This design comes from an exercise in tuning for small area on the open sky130 flow, not from production work.
Function was checked by simulation only, so behaviour that the tests miss may differ from the original.
The clock port is modelled as an ideal driver; clocking choices that lean on that would not hold on a real chip.
Power figures rest on the tool's default switching activity, not on a simulated workload.

== v6 ==
==> flow/design.v <==
module uart_burn_spi_flash (
input clk,rxd,rst ,
output txd,
input spi_miso,
output spi_mosi,spi_sck,
input [31:0]in32,
output reg [31:0] out32
);
localparam HDR = 3'b000, RST = 3'b001;
localparam C20 = 3'b010, C30 = 3'b011, C40 = 3'b101, C50 = 3'b110, C60 = 3'b111;
reg s1, s2;                                    
always @(posedge clk) begin s1 <= rxd; s2 <= s1; end
reg [2:0]  mode;
reg [1:0]  k;
reg [1:0]  g;                                  
reg [3:0]  q;                                  
reg [3:0]  n;                                  
reg [7:0]  sr;                                 
reg        txd_r, sck_r;
reg [15:0] cnt;                                
reg        bw;                                 
wire m20 = (mode == C20), m30 = (mode == C30), m40 = (mode == C40);
wire m50 = (mode == C50), m60 = (mode == C60), mhdr = (mode == HDR), mrst = (mode == RST);
wire txm  = m30 | (m40 & k[0]) | (m60 & k[1]);
wire rxm  = ~txm & ~mrst;
wire run  = (n != 4'd6);                       
wire g3   = g[1] & ~g[0];
wire wrap = g3 & q[3];
wire ev   = run & wrap;
wire dbit = ev & n[3];
wire done = ev & (n[3:1] == 3'd0) & (n[0] == txm);
wire cnt0 = (cnt == 16'd0);
wire spi_act = run & ((~txm & (n == 4'd0) & ((m40 & ~k[0]) | (m50 & k[1]) | (m60 & k[0])))
                    | (m60 & (k == 2'd2) & (n == 4'd1)));
wire win  = spi_act & ~q[3];                   
wire dwin = ~q[3] & (q[2] ^ q[1]);
wire hmatch = (k == 2'd0) ? (sr == 8'h55) : (k == 2'd1) ? (sr == 8'haa) : (sr == 8'h5a);
wire cmdok  = (sr == 8'd20) | (sr == 8'd30) | (sr == 8'd40) | (sr == 8'd50) | (sr == 8'd60);
always @(posedge clk)
	if (!run) begin
		g <= 2'b10; q <= 4'd4;
	end else begin
		g <= {g[0], ~g[1]};
		if (g3) q <= q[3] ? 4'd0 : q + 4'd1;
	end
always @(posedge clk)
	if (rst) n <= 4'd6;
	else if (!run) n <= {3'b011, (rxm & ~s2) | txm};
	else if (done) n <= 4'd6;
	else if (wrap) n <= n + 4'd1;
always @(posedge clk)
	if (dbit) sr <= {s2, sr[7:1]};
	else if (win & g3) sr <= {sr[6:0], spi_miso};
	else if (ev & m30 & (n == 4'd7))
		case (k)
		2'd0: sr <= in32[31:24];
		2'd1: sr <= in32[23:16];
		2'd2: sr <= in32[15:8];
		default: sr <= in32[7:0];
		endcase
always @(posedge clk)
	if (!run) txd_r <= 1'b1;
	else if (ev & txm) txd_r <= n[3] ? sr[0] : ~n[2];
always @(posedge clk) sck_r <= win & g[0];
always @(posedge clk)
	if (dbit & (m50 | m60) & ~k[1]) cnt <= {s2, cnt[15:1]};
	else if (win) cnt <= {cnt[0] ^ (bw & dwin), cnt[15:1]};
always @(posedge clk) bw <= ~dwin | (bw & ~cnt[0]);
wire fill = rst | mrst;
always @(posedge clk)
	if (fill | (done & m20)) out32 <= {out32[23:0], sr | {8{fill}}};
wire to_hdr = mrst ? (k == 2'd2)
            : mhdr ? ((k == 2'd3) ? ~cmdok : ~hmatch)
            : m50  ? (k[1] & cnt0)
            : m60  ? (k == 2'd3)
            : m40  ? k[0]
            : (k == 2'd3);
always @(posedge clk)
	if (rst) begin
		mode <= RST; k <= 2'd0;
	end else if (mrst | done) begin
		if (to_hdr) begin
			mode <= HDR; k <= 2'd0;
		end else if (mhdr & (k == 2'd3)) begin
			mode <= sr[5:3]; k <= 2'd0;
		end else if (m60 & (k[1] ^ k[0]))
			k <= {1'b1, cnt0};
		else if (~(m50 & k[1]))
			k <= k + 2'd1;
	end
assign txd = txd_r;
assign spi_sck = sck_r;
assign spi_mosi = sr[7] | m60;
endmodule
Settings: LEC_CHECK=0, CAP_MARGIN=20, CORE_MARGIN=2, CORE_UTILIZATION=40, PLACE_DENSITY=0.6, SLEW_MARGIN=20, BUFFER_PORTS_ARGS=-buffer_cell sky130_fd_sc_hd__buf_1, CTS_ARGS=-clk_nets clk -dont_use_dummy_load, PRE_CTS_TCL=/design/flow/flow/ctree.tcl; clock period 5.0 ns.
standard.sh (not shown) runs the stock make flow with config.mk's settings and CLKGATE_MAP_FILE= SYNTH_SCRIPT=/design/flow/synth_recipe.tcl, a recipe that flattens the netlist after the stock synthesis.
==> flow/flow/run.sh <==
#!/bin/bash
# Layout flow: the standard synthesis, then the combinational logic
# between the registers is re-mapped by ABC with an area-oriented script
# (the registers, their names and cell types are kept as they are), then the
# standard ORFS layout (standard.sh) with the extra ORFS variables of
# flow/extra.mk: sky130_fd_sc_hd__buf_1 port buffers and a clock tree
# built by flow/ctree.tcl.
set -euo pipefail
cat flow/extra.mk >> config.mk
echo "export PRE_CTS_TCL = $PWD/flow/ctree.tcl" >> config.mk
bash standard.sh synth > synth.log 2>&1
R=orfs/results/$FLOW_PLATFORM/uart_burn_spi_flash/base
LIB=$FLOW_HOME/platforms/$FLOW_PLATFORM/lib/sky130_fd_sc_hd__tt_025C_1v80.lib
YOSYS=$(command -v yosys || echo $FLOW_HOME/../tools/install/yosys/bin/yosys)
cp $R/1_2_yosys.v std_synth.v
python3 flow/mkmap.py $LIB > cellmap.v
DU=""
for c in probe_p_8 probec_p_8 lpflow_bleeder_1 lpflow_clkbufkapwr_1 lpflow_clkbufkapwr_16 \
  lpflow_clkbufkapwr_2 lpflow_clkbufkapwr_4 lpflow_clkbufkapwr_8 lpflow_clkinvkapwr_1 \
  lpflow_clkinvkapwr_16 lpflow_clkinvkapwr_2 lpflow_clkinvkapwr_4 lpflow_clkinvkapwr_8 \
  lpflow_decapkapwr_12 lpflow_decapkapwr_3 lpflow_decapkapwr_4 lpflow_decapkapwr_6 \
  lpflow_decapkapwr_8 lpflow_inputiso0n_1 lpflow_inputiso0p_1 lpflow_inputiso1n_1 \
  lpflow_inputiso1p_1 lpflow_inputisolatch_1 lpflow_isobufsrc_1 lpflow_isobufsrc_16 \
  lpflow_isobufsrc_2 lpflow_isobufsrc_4 lpflow_isobufsrc_8 lpflow_isobufsrckapwr_16 \
  lpflow_lsbuf_lh_hl_isowell_tap_1 lpflow_lsbuf_lh_hl_isowell_tap_2 \
  lpflow_lsbuf_lh_hl_isowell_tap_4 lpflow_lsbuf_lh_isowell_4 lpflow_lsbuf_lh_isowell_tap_1 \
  lpflow_lsbuf_lh_isowell_tap_2 lpflow_lsbuf_lh_isowell_tap_4; do
  DU="$DU -dont_use sky130_fd_sc_hd__$c"
done
cat > resyn.ys <<EOF
read_liberty -lib $LIB
read_verilog std_synth.v
hierarchy -top $FLOW_TOP
techmap -map cellmap.v
techmap
opt -purge
abc -script flow/resyn.abc -liberty $LIB $DU
opt_clean -purge
hilomap -singleton -hicell sky130_fd_sc_hd__conb_1 HI -locell sky130_fd_sc_hd__conb_1 LO
splitnets
opt_clean -purge
check -assert -mapped
stat -liberty $LIB
write_verilog -noattr -nohex -nodec resyn.v
EOF
$YOSYS -l resyn.log -s resyn.ys > /dev/null 2>&1
cp resyn.v $R/1_2_yosys.v
bash standard.sh > standard.log 2>&1
Other scripts of this flow, unchanged in this note and not shown: flow/flow/ctree.tcl, flow/flow/extra.mk, flow/flow/mkmap.py, flow/flow/resyn.abc
Looking at the reports, v6 completed the entire flow and the layout it produced met the timing, design-rule and antenna checks.
The inputs of v7 differ from those of v6 as listed below.
--- a/flow/design.v
+++ b/flow/design.v
@@ -12,6 +12,7 @@
 always @(posedge clk) begin s1 <= rxd; s2 <= s1; end
 reg [2:0]  mode;
 reg [1:0]  k;
+reg        run;                                
 reg [1:0]  g;                                  
 reg [3:0]  q;                                  
 reg [3:0]  n;                                  
@@ -23,7 +24,6 @@
 wire m50 = (mode == C50), m60 = (mode == C60), mhdr = (mode == HDR), mrst = (mode == RST);
 wire txm  = m30 | (m40 & k[0]) | (m60 & k[1]);
 wire rxm  = ~txm & ~mrst;
-wire run  = (n != 4'd6);                       
 wire g3   = g[1] & ~g[0];
 wire wrap = g3 & q[3];
 wire ev   = run & wrap;
@@ -38,16 +38,16 @@
 wire cmdok  = (sr == 8'd20) | (sr == 8'd30) | (sr == 8'd40) | (sr == 8'd50) | (sr == 8'd60);
 always @(posedge clk)
 	if (!run) begin
-		g <= 2'b10; q <= 4'd4;
+		g <= 2'b10; q <= 4'd4; n <= 4'd7;
 	end else begin
 		g <= {g[0], ~g[1]};
 		if (g3) q <= q[3] ? 4'd0 : q + 4'd1;
+		if (wrap) n <= n + 4'd1;
 	end
 always @(posedge clk)
-	if (rst) n <= 4'd6;
-	else if (!run) n <= {3'b011, (rxm & ~s2) | txm};
-	else if (done) n <= 4'd6;
-	else if (wrap) n <= n + 4'd1;
+	if (rst) run <= 1'b0;
+	else if (!run) run <= (rxm & ~s2) | txm;
+	else if (done) run <= 1'b0;
 always @(posedge clk)
 	if (dbit) sr <= {s2, sr[7:1]};
 	else if (win & g3) sr <= {sr[6:0], spi_miso};
Notes after the runs:
- In summary, v7 completed successfully, with a layout that passed the timing, design-rule and antenna checks.
- Where maximum frequency is concerned, v6 is outperformed by v7.
- Looking at v7 and v6, the part of the total power dissipated in combinational logic is a wash.
- Changes observed in v7 relative to v6: clock skew decreased 20 ps, via count decreased 62, die area decreased 63 um^2, total area of multi-input combinational cells decreased about 2.3%.
- Of v7 and v6, the run reporting the higher share of cell area taken by flip-flops and latches was v7.
- [compare] base=v6 new=v7: number of instances in the synthesized netlist fell by 15, met3 usage saw a decrease, aggregate routed wire length lost about 5%, global routing usage on met1 has decreased, combinational power has remained practically unchanged.
- Cell count: v7 lower than v6

==> what the ideal ports hide <==
Ports are ideal in the flow. The routed layouts listed here were re-timed in OpenROAD. Step 1 sets driving cells, clkbuf_16 on the clock port and buf_2 on the other inputs (assumed; they add their load-dependent delay and slew). Step 2 adds t to the input delays and takes it off the output delays; t is the mean of the earliest and latest rising clock arrival at the registers after step 1. Input paths then give back, and output paths get back, about the clock's delay inside the block. Three values: no drivers, after step 1, after step 2; two values: the first two.
run | t, ns | setup WS [ns] | worst setup path at the end | worst data-port slew with drivers (ns) | pins driven straight from the clock port
v6 | 0.420 | 1.684 / 1.684 / 1.684 | register to register | 0.03 | 1
v7 | 0.416 | 2.367 / 2.367 / 2.367 | register to register | 0.05 | 1
After both steps every run listed still meets setup and hold.
